From an optimization exercise on the open Yosys and OpenROAD flow, aimed at small area; shortcuts taken in it are not production practice.
Power figures rest on the tool's default switching activity, not on a simulated workload.

Design uart_copro_top, start of the top module:
module uart_copro_top(
    input  clk,
    input  reset,
    input  rx,
    output tx,
    input  [1:0] mode
);
Size: about 670 cells after synthesis, roughly 450 flip-flops, ~6 I/O pins, ~0.011 mm² of cells after synthesis.
==> module uart_copro_top, before the edit <==
module uart_copro_top(
    input  clk,
    input  reset,
    input  rx,
    output tx,
    input  [1:0] mode
);
    localparam [1:0] IDLE = 2'd0, START = 2'd1, DATA = 2'd2, STOP = 2'd3;
    wire tick, bc1;
    baud_rate_generator BAUD (.clk(clk), .reset(reset), .tick(tick), .bc1(bc1));
    reg [5:0] ph;
    always @(posedge clk) ph <= ph + 6'd1;
    wire ph63 = &ph;
    reg [1:0] rs;
    reg [3:0] rt;
    reg [6:0] w;         
    reg       rxb;       
    wire rt15 = &rt;
    wire rsample    = (rs == DATA) & tick & rt15;
    wire data_ready = (rs == STOP) & tick & rt15;
    wire [5:0] welem = w[6:1] ^ 6'h3C;    
    wire rwr = ((rs == STOP) | ((rs == DATA) & ~&w[2:0])) & (ph == welem);
    always @(posedge clk) begin
        case (rs)
            IDLE:  if (~rx) begin rs <= START; rt <= 4'd0; end
            START: if (tick) begin
                       if (rt == 4'd7) begin rs <= DATA; rt <= 4'd0; end
                       else rt <= rt + 4'd1;
                   end
            DATA:  if (tick) begin
                       if (rt15) begin
                           rt <= 4'd0;
                           if (w[2:0] == 3'd6) rs <= STOP;
                       end else rt <= rt + 4'd1;
                   end
            STOP:  if (tick) begin
                       if (rt15) rs <= IDLE;
                       else rt <= rt + 4'd1;
                   end
        endcase
        if (rsample) rxb <= rx;
        if (reset) begin
            rs <= IDLE;
            w  <= 7'h7F;
        end else if (rsample) begin
            w  <= w + 7'd1;
        end
    end
    reg [1:0] sq;
    wire trig  = (sq == 2'd1) & bc1;
    wire cpend = (sq == 2'd3);
    wire act   = (sq == 2'd2);
    wire compl = data_ready & (&w);
    always @(posedge clk) begin
        sq[0] <= ~reset & ((~sq[1] & (sq[0] | compl)) | (sq[1] & sq[0] & ~ph63));
        sq[1] <= ~reset & ((sq[0] & (sq[1] | bc1)) | (sq[1] & ~sq[0] & ~ph63));
    end
    reg [63:0] A0, A1, B0, B1, C0, C1;
    reg [3:0]  X0, X1;
    reg cy, fv1, fv2;
    reg [1:0] mL;
    wire a0 = A0[0], a1 = A1[0];
    wire b0 = B0[0] & fv1, b1 = B1[0] & fv1;
    wire c0 = C0[0] & fv2, c1 = C1[0] & fv2;
    wire s0 = a0 ^ b0 ^ cy;
    wire k0 = (a0 & b0) | (cy & (a0 ^ b0));
    wire s1 = a1 ^ b1 ^ k0;
    wire k1 = (a1 & b1) | (k0 & (a1 ^ b1));
    wire r0 = mL[0] ? a0 : mL[1] ? c0 : s0;
    wire r1 = mL[0] ? a1 : mL[1] ? c1 : s1;
    wire slot0 = (ph[5:2] == 4'd0);
    wire wra = act & ~slot0;     
    wire wrx = act & slot0;      
    always @(posedge clk) begin
        A0 <= {(rwr & ~w[0]) ? rxb : A0[0], A0[63:61], wra ? r0 : A0[60], A0[59:1]};
        A1 <= {(rwr &  w[0]) ? rxb : A1[0], A1[63:61], wra ? r1 : A1[60], A1[59:1]};
        X0 <= {wrx ? r0 : X0[0], X0[3:1]};
        X1 <= {wrx ? r1 : X1[0], X1[3:1]};
        B0 <= {act ? A0[0] : B0[0], B0[63:1]};
        B1 <= {act ? A1[0] : B1[0], B1[63:1]};
        C0 <= {act ? B0[0] : C0[0], C0[63:1]};
        C1 <= {act ? B1[0] : C1[0], C1[63:1]};
        cy <= act & k1;
        if (trig) mL <= mode;
        if (reset) begin
            fv1 <= 1'b0;
            fv2 <= 1'b0;
        end else if (act & ph63) begin
            fv1 <= 1'b1;
            fv2 <= fv1;
        end
    end
    reg [4:0] pd;
    reg [1:0] ts;
    reg [3:0] tt;
    reg [2:0] nb;
    reg [3:0] D0, D1;    
    wire tt15 = &tt;
    wire tx_done  = (ts == STOP) & tick & tt15;
    wire tx_start = (ts == IDLE) & ~(pd[4] & ~pd[0]) & ~trig;
    wire fetch = (ts == START) & (pd[4] | (ph[5:2] == pd[3:0]));
    always @(posedge clk) begin
        if (reset) begin pd[4] <= 1'b1; pd[0] <= 1'b0; end
        else if (trig) pd <= 5'd14;
        else if (tx_done) pd <= pd - 5'd1;
        D0 <= {fetch ? (pd[4] ? X0[0] : A0[0]) : D0[0], D0[3:1]};
        D1 <= {fetch ? (pd[4] ? X1[0] : A1[0]) : D1[0], D1[3:1]};
        case (ts)
            IDLE:  if (tx_start) begin ts <= START; tt <= 4'd0; end
            START: if (tick) begin
                       if (tt15) begin ts <= DATA; tt <= 4'd0; nb <= 3'd0; end
                       else tt <= tt + 4'd1;
                   end
            DATA:  if (tick) begin
                       if (tt15) begin
                           tt <= 4'd0;
                           if (&nb) ts <= STOP; else nb <= nb + 3'd1;
                       end else tt <= tt + 4'd1;
                   end
            STOP:  if (tick) begin
                       if (tt15) ts <= IDLE;
                       else tt <= tt + 4'd1;
                   end
        endcase
        if (reset) ts <= IDLE;
    end
    wire [1:0] dst = nb[2:1] - ph[1:0];
    wire [3:0] dsel = nb[0] ? D1 : D0;
    assign tx = (ts == DATA) ? dsel[dst] : (ts != START);
endmodule
Settings: LEC_CHECK=0, CAP_MARGIN=20, CORE_MARGIN=2, CORE_UTILIZATION=65, CTS_BUF_LIST=sky130_fd_sc_hd__clkbuf_8, CTS_CLUSTER_DIAMETER=60, CTS_CLUSTER_SIZE=16, SLEW_MARGIN=20; clock period 10.0 ns.
run.sh (not shown) runs the stock make flow with config.mk's settings and CLKGATE_MAP_FILE= SYNTH_SCRIPT=/design/flow/synth_recipe.tcl, a recipe that flattens the netlist after the stock synthesis.
Rerun with:
--- a/flow/design.v
+++ b/flow/design.v
@@ -34,11 +34,11 @@
     wire [5:0] welem = w[6:1] ^ 6'h3C;    
     wire rwr = ((rs == STOP) | ((rs == DATA) & ~&w[2:0])) & (ph == welem);
     always @(posedge clk) begin
         case (rs)
-            IDLE:  if (~rx) begin rs <= START; rt <= 4'd0; end
+            IDLE:  if (~rx) begin rs <= START; rt <= 4'd8; end
             START: if (tick) begin
-                       if (rt == 4'd7) begin rs <= DATA; rt <= 4'd0; end
+                       if (rt15) begin rs <= DATA; rt <= 4'd0; end
                        else rt <= rt + 4'd1;
                    end
             DATA:  if (tick) begin
                        if (rt15) begin
Result: The new run went through all stages and came out clean; die area hardly moves; power went up by 4.8%; wire length rises by 2.1%; combinational power increases by 53%; design area is higher by 0.40%; non-clock buffer count is unchanged; synthesized area stays flat; sequential cell count does not change; hold slack stays flat; via count came out higher by 0.70%.
No functional check of the RTL was part of any run of this note.

-- static timing again, ports no longer ideal --
The flow's constraints put no driver on any port. The routed layouts listed below were extracted and timed again, unchanged, in two steps.
Step 1 (the two cells are an assumption about what drives the block):
set clk [get_ports {clk}]
set_driving_cell -lib_cell sky130_fd_sc_hd__clkbuf_16 $clk
set_driving_cell -lib_cell sky130_fd_sc_hd__buf_2 [delete_from_list [all_inputs] $clk]
Step 2 also shifts input and output timing later by t, the mid clock arrival at the registers, as if the neighbouring blocks saw the same clock.
Three values: ideal ports, drivers, drivers and shift; two values: the first two.
run	t, ns	setup slack, ns	latest minus earliest clock arrival (ns)
the first run	0.607	5.607 / 5.569 / 6.175	0.020 / 0.019
the second run	0.571	5.661 / 5.623 / 6.194	0.027 / 0.027
After both steps setup and hold are still met in every run listed.
